Source: an optimization exercise on an open RTL-to-GDS flow (aim: small area). Production flows keep margins and buffers that such runs may drop.
In this exercise RTL edits were held to simulation tests only and were not proved equivalent to the original.
The clock port is modelled as an ideal driver, which makes a skipped or thinned clock tree look cheaper than it is; a real chip needs a root buffer or a tree.
Power is estimated from default activity; no workload was simulated.

## run A
// master
module master(
    input clk,
    input ADJ,
    input SEL,
    input rst,
    input PAUSE,
    output [6:0] out,
    output [3:0] an
    );
Settings: LEC_CHECK=0, CAP_MARGIN=20, CORE_MARGIN=2, CORE_UTILIZATION=40, SLEW_MARGIN=20; clock period 10.0 ns.
standard.sh (not shown) runs the stock make flow with config.mk's settings and CLKGATE_MAP_FILE= SYNTH_SCRIPT=/design/flow/synth_recipe.tcl, a recipe that flattens the netlist after the stock synthesis.
==> flow/flow/run.sh <==
#!/bin/bash
# ORFS flow (standard.sh) with:
#  - an area-oriented ABC mapping script, adders left to ABC (synthesis otherwise standard)
#  - small port buffers
#  - the clock tree replaced after CTS by three balanced clock buffers (buf_6) fed from the
#    clock port, each driving a third of the registers (flow/clocktree.tcl)
# Each step writes its full output to a log file of its own.
set -euo pipefail
rm -rf myscripts
cp -r "$FLOW_HOME/scripts" myscripts
cp flow/abc.script myscripts/abc_speed.script
bash standard.sh "SCRIPTS_DIR=$PWD/myscripts" "ADDER_MAP_FILE=" synth > synth.log 2>&1
export ONEBUF_CELL=sky130_fd_sc_hd__buf_6
export ONEBUF_N=3
CTS="-sink_clustering_enable -repair_clock_nets -dont_use_dummy_load"
bash standard.sh "CTS_ARGS=$CTS" "POST_CTS_TCL=$PWD/flow/clocktree.tcl" \
  "BUFFER_PORTS_ARGS=-buffer_cell sky130_fd_sc_hd__buf_1" finish > layout.log 2>&1
==> flow/flow/abc.script <==
strash; &get -n; &fraig -x; &put; scorr; dc2; strash; &get -n; &deepsyn -T 10; &dch -f; &nf -R 1000; &put
==> flow/flow/clocktree.tcl <==
# Replace the clock tree built by CTS with ONEBUF_N clock buffers, each driving
# one cluster of registers (split by position), all fed from the clock port.
set block [ord::get_db_block]
set buf_master [[ord::get_db] findMaster $::env(ONEBUF_CELL)]
set nbuf $::env(ONEBUF_N)
set clk_net [$block findNet clk]
foreach inst [$block getInsts] {
  set n [$inst getName]
  if {[string match clkbuf_* $n] || [string match clkload* $n]} { odb::dbInst_destroy $inst }
}
set sinks {}
foreach inst [$block getInsts] {
  if {![[$inst getMaster] isSequential]} continue
  foreach it [$inst getITerms] {
    if {[[$it getMTerm] getName] == "CLK"} {
      set bb [$inst getBBox]
      lappend sinks [list $it [$bb xMin] [$bb yMin]]
    }
  }
}
foreach net [$block getNets] {
  if {[string match clknet_* [$net getName]]} { odb::dbNet_destroy $net }
}
$clk_net setSigType CLOCK
# split by the wider dimension into nbuf groups of equal size
set xs [lmap s $sinks {lindex $s 1}]; set ys [lmap s $sinks {lindex $s 2}]
set dx [expr {[tcl::mathfunc::max {*}$xs] - [tcl::mathfunc::min {*}$xs]}]
set dy [expr {[tcl::mathfunc::max {*}$ys] - [tcl::mathfunc::min {*}$ys]}]
set key [expr {$dx >= $dy ? 1 : 2}]
set sinks [lsort -integer -index $key $sinks]
set n [llength $sinks]
for {set g 0} {$g < $nbuf} {incr g} {
  set lo [expr {$g * $n / $nbuf}]; set hi [expr {($g + 1) * $n / $nbuf - 1}]
  set bnet [odb::dbNet_create $block clknet_${g}_clk]
  $bnet setSigType CLOCK
  set sx 0; set sy 0; set c 0
  foreach s [lrange $sinks $lo $hi] {
    set it [lindex $s 0]
    $it disconnect
    $it connect $bnet
    set sx [expr {$sx + [lindex $s 1]}]; set sy [expr {$sy + [lindex $s 2]}]; incr c
  }
  set b [odb::dbInst_create $block $buf_master clkbuf_${g}_clk]
  [$b findITerm A] connect $clk_net
  [$b findITerm X] connect $bnet
  $b setLocation [expr {$sx / $c}] [expr {$sy / $c}]
  $b setPlacementStatus PLACED
  puts "clock buffer clkbuf_${g}_clk ([$buf_master getName]) drives $c registers"
}
detailed_placement
estimate_parasitics -placement
Edits applied to the flow inputs when going from run A to run B:
--- a/flow/flow/run.sh
+++ b/flow/flow/run.sh
@@ -5 +5 @@
-#  - the clock tree replaced after CTS by three balanced clock buffers (buf_6) fed from the
+#  - the clock tree replaced after CTS by three balanced clock buffers fed from the
@@ -13 +13 @@
-export ONEBUF_CELL=sky130_fd_sc_hd__buf_6
+export ONEBUF_CELL=sky130_fd_sc_hd__clkbuf_8
@@ -16 +16 @@
-bash standard.sh "CTS_ARGS=$CTS" "POST_CTS_TCL=$PWD/flow/clocktree.tcl" \
+bash standard.sh "CORE_UTILIZATION=65" "CTS_ARGS=$CTS" "POST_CTS_TCL=$PWD/flow/clocktree.tcl" \
## What came out
Summary — post-route cell area, run B relative to run A: lower, by about 1%. [compare] base=run A new=run B: die area dropped about 37%; share of cell area taken by multi-input logic gates +0.43 points; clock group share of total power went up by 0.9 points. Per the comparison of run B with run A, shortest period the worst path allows saw a decrease; met3 wire length went up. Compared with run A, run B shows relative max-transition margin lower by 2.9 points. There was hardly any difference in combinational share of power between run A and run B. Lower clock network power was reported by run A, not run B. Comparing run B against run A, there is no change at all in share of synthesized area spent on multiplexers. Setup skew after layout: run B and run A compared, lower one is run A.
diff inputs: run B => run C
--- a/flow/flow/run.sh
+++ b/flow/flow/run.sh
@@ -16 +16 @@
-bash standard.sh "CORE_UTILIZATION=65" "CTS_ARGS=$CTS" "POST_CTS_TCL=$PWD/flow/clocktree.tcl" \
+bash standard.sh "CTS_ARGS=$CTS" "POST_CTS_TCL=$PWD/flow/clocktree.tcl" \
==> flow/flow/abc.script <==
strash; &get -n; &fraig -x; &put; scorr; dc2; strash; &get -n; &dch -f; &nf -R 1000; &put
[summary]
Looking at detail-routed net length per standard cell, run C sits 17% lower than run B does. Worst hold slack: run C higher than run B. Number of non-clock inverters in the layout is higher on run C. Compared with run B, run C shows design area higher by 49 um^2. Register share of the cell area: lower on run C.
### run C -> run D
--- a/flow/flow/run.sh
+++ b/flow/flow/run.sh
@@ -5 +5 @@
-#  - the clock tree replaced after CTS by three balanced clock buffers fed from the
+#  - the clock tree replaced after CTS by three balanced clock buffers (buf_6) fed from the
@@ -13 +13 @@
-export ONEBUF_CELL=sky130_fd_sc_hd__clkbuf_8
+export ONEBUF_CELL=sky130_fd_sc_hd__buf_6
==> flow/flow/abc.script <==
strash; &get -n; &fraig -x; &put; scorr; dc2; strash; &get -n; &deepsyn -T 10; &dch; &nf -R 1000; &put
[summary]
Having completed the whole flow, run D delivered a layout that passed the timing, DRC and antenna checks.
Delta (run D minus run C): clock transition time at the flip-flop clock pins of the worst setup and hold paths did not really move, setup clock skew after layout went down, total chip power went down, part of the power in registers went up.
The via count of run D and that of run C are within noise of each other.
Cmp run C and run D / portion of total power attributed to the clock network / lower: run D
Changes observed in run D relative to run C: summed area of non-filler cells in the final layout shows a reduction of 1.6%; number of global-route vias before repair shows no meaningful change.
No run of this note takes its clock network from TritonCTS; it comes from the design's own scripts or RTL.

[port drivers added, routing unchanged]
No port has a modelled driver above. Below, the same layouts with a new extraction and two added sets of constraints.
Step 1 assumes that a clkbuf_16 drives the clock port and a buf_2 every other input.
Step 2 adds t to the input delays and takes it off the output delays; t is the mean of the earliest and latest rising clock arrival at the registers after step 1. Input paths then give back, and output paths get back, about the clock's delay inside the block.
a / b / c = ideal / step 1 / step 2; a / b = the first two.
| run | t, ns | slack for setup (ns) | worst setup path at the end |
|---|---|---|---|
| run A | 0.177 | 5.970 / 5.994 / 5.817 | input to register |
| run B | 0.194 | 5.984 / 6.000 / 5.806 | input to register |
| run C | 0.195 | 6.638 / 6.597 / 6.553 | input to register |
| run D | 0.179 | 6.075 / 6.098 / 5.918 | input to register |
After both steps every run listed still meets setup and hold. For run B, which loses most, drivers alone change the setup slack by +0.016 ns; drivers and shift together by -0.178 ns.
